From an optimization exercise on the open Yosys and OpenROAD flow, aimed at small area, a short achievable clock period and few clock cycles; shortcuts taken in it are not production practice. No activity file was given, so power comes from the tool's default toggle rates.

==> trial 86: inputs <==
==> flow/design.v (excerpt) <==
module JAM (
input CLK,
input RST,
output reg [2:0] W,
output reg [2:0] J,
input [6:0] Cost,
output reg [3:0] MatchCount,
output reg [9:0] MinCost,
output reg Valid );
function [1:0] cmp8;
  input [7:0] p;
  input [7:0] q;
  reg [7:0] x, g;
  reg l;
  integer k;
  begin
    x = p ^ q;
    g = ~p & q;
    l = 1'b0;
    for (k = 0; k < 8; k = k + 1) l = g[k] | (~x[k] & l);
    cmp8 = {l, ~|x};
  end
endfunction
function [1:0] cmp9;
  input [8:0] p;
  input [8:0] q;
  reg [8:0] x, g;
  reg l;
  integer k;
  begin
    x = p ^ q;
    g = ~p & q;
    l = 1'b0;
    for (k = 0; k < 9; k = k + 1) l = g[k] | (~x[k] & l);
    cmp9 = {l, ~|x};
  end
endfunction
function [1:0] cmp10;
  input [9:0] p;
  input [9:0] q;
  reg [9:0] x, g;
  reg l;
  integer k;
  begin
    x = p ^ q;
    g = ~p & q;
    l = 1'b0;
    for (k = 0; k < 10; k = k + 1) l = g[k] | (~x[k] & l);
    cmp10 = {l, ~|x};
  end
endfunction
function [3:0] mul16;
  input [3:0] a;
  input [3:0] b;
  begin
    case ({a, b})
      8'd0: mul16 = 4'd0;
      8'd1: mul16 = 4'd0;
      8'd2: mul16 = 4'd0;
      8'd3: mul16 = 4'd0;
      8'd4: mul16 = 4'd0;
      8'd5: mul16 = 4'd0;
      8'd6: mul16 = 4'd0;
      8'd7: mul16 = 4'd0;
      8'd8: mul16 = 4'd0;
      8'd9: mul16 = 4'd0;
      8'd10: mul16 = 4'd0;
      8'd11: mul16 = 4'd0;
      8'd12: mul16 = 4'd0;
      8'd13: mul16 = 4'd0;
      8'd14: mul16 = 4'd0;
      8'd15: mul16 = 4'd0;
      8'd16: mul16 = 4'd0;
      8'd17: mul16 = 4'd1;
      8'd18: mul16 = 4'd2;
      8'd19: mul16 = 4'd3;
      8'd20: mul16 = 4'd4;
      8'd21: mul16 = 4'd5;
      8'd22: mul16 = 4'd6;
      8'd23: mul16 = 4'd7;
      8'd24: mul16 = 4'd8;
      8'd25: mul16 = 4'd9;
      8'd26: mul16 = 4'd10;
      8'd27: mul16 = 4'd11;
      8'd28: mul16 = 4'd12;
      8'd29: mul16 = 4'd13;
      8'd30: mul16 = 4'd14;
      8'd31: mul16 = 4'd15;
      8'd32: mul16 = 4'd0;
      8'd33: mul16 = 4'd2;
      8'd34: mul16 = 4'd4;
      8'd35: mul16 = 4'd6;
      8'd36: mul16 = 4'd8;
      8'd37: mul16 = 4'd10;
      8'd38: mul16 = 4'd12;
      8'd39: mul16 = 4'd14;
      8'd40: mul16 = 4'd0;
      8'd41: mul16 = 4'd2;
      8'd42: mul16 = 4'd4;
      8'd43: mul16 = 4'd6;
      8'd44: mul16 = 4'd8;
      8'd45: mul16 = 4'd10;
  ...
Settings: LEC_CHECK=0, ABC_AREA=1, CAP_MARGIN=20, CORE_MARGIN=2, CORE_UTILIZATION=40, SETUP_SLACK_MARGIN=2.7, SLEW_MARGIN=20, TNS_END_PERCENT=100; clock period 5.0 ns.
run.sh (not shown) runs the stock make flow with config.mk's settings and CLKGATE_MAP_FILE= SYNTH_SCRIPT=/design/flow/synth_recipe.tcl, a recipe that flattens the netlist after the stock synthesis.
==> inputs of build 67, as changes to trial 86 <==
Settings changed: PLACE_DENSITY set to 0.7, SETUP_SLACK_MARGIN 2.7 to 2.8.
==> inputs of trial 89, as changes to trial 86 <==
Settings changed: PLACE_DENSITY set to 0.7.
==> summary.txt <==
In die area, build 67 and trial 86 do not differ. Combinational power: build 67 > trial 89 > trial 86. Clock skew, lowest first: build 67, trial 89, trial 86. Between build 67 and trial 89, the lower design area is in trial 89 (gap about 1.5%, measured against trial 89). First-iteration DRC count, highest first: build 67, trial 89, trial 86. Of build 67 and trial 86, build 67 has the higher total power (gap about 3%, measured against trial 86).
==> figures <==
item	trial 89	build 67	trial 86
Critical path depth	1	1	6
Tmin final	2.28 ns	2.28 ns	2.33 ns
Met2 usage in global routing	33.9%	34.1%	35.0%
Final Cycle Share	45.5%	45.6%	46.5%
Beginning of the worst hold path	R4_1[0]$_DFF_P_	R2_5[0]$_DFF_P_	R2_5[4]$_DFF_P_
Status	complete, no violations	complete, no violations	complete, no violations
Wire length on met2	78000 microns	79200 microns	78400 microns
Hold Crit Endpoint	R4_0[0]$_DFF_P_	R2_4[0]$_DFF_P_	R2_4[4]$_DFF_P_
Leakage Power	35.4 nW	35.8 nW	35.3 nW
Endpoint class of the critical path	output port	output port	flip-flop
Detailed-router iteration count before antenna repair	6	5	7
Layout cells sized above 1	7.84%	10.3%	7.68%
Multi-input gate share of total cell area	43.9%	44.2%	43.9%
No functional check of the RTL was part of any run of this note.

==> re-timing with driven ports <==
How much do the figures lean on ideal ports? The routed layouts below were timed once more, with nothing changed but the port constraints.
Step 1, drivers: a clkbuf_16 drives CLK and a buf_2 each remaining input, both assumed.
Step 2 moves the port delays by t, midway between the first and last clock arrival at a register: inputs arrive t later, outputs are due t later. That takes back most of the time a late clock gives input paths.
a / b / c = no drivers / after step 1 / after step 2; a / b = the first two.
run	t (ns)	setup WS [ns]	hold WS [ns]	worst data-port slew with drivers (ns)
trial 86	0.842	2.674 / 2.674 / 2.370	0.323 / 0.323 / 0.323	0.03
build 67	0.839	2.719 / 2.641 / 2.412	0.322 / 0.322 / 0.322	0.05
trial 89	0.843	2.723 / 2.644 / 2.404	0.323 / 0.323 / 0.323	0.05
After both steps every run listed still meets setup and hold. The setup slack of trial 89, which loses most, moves by -0.079 ns with the drivers and by -0.319 ns with both steps.
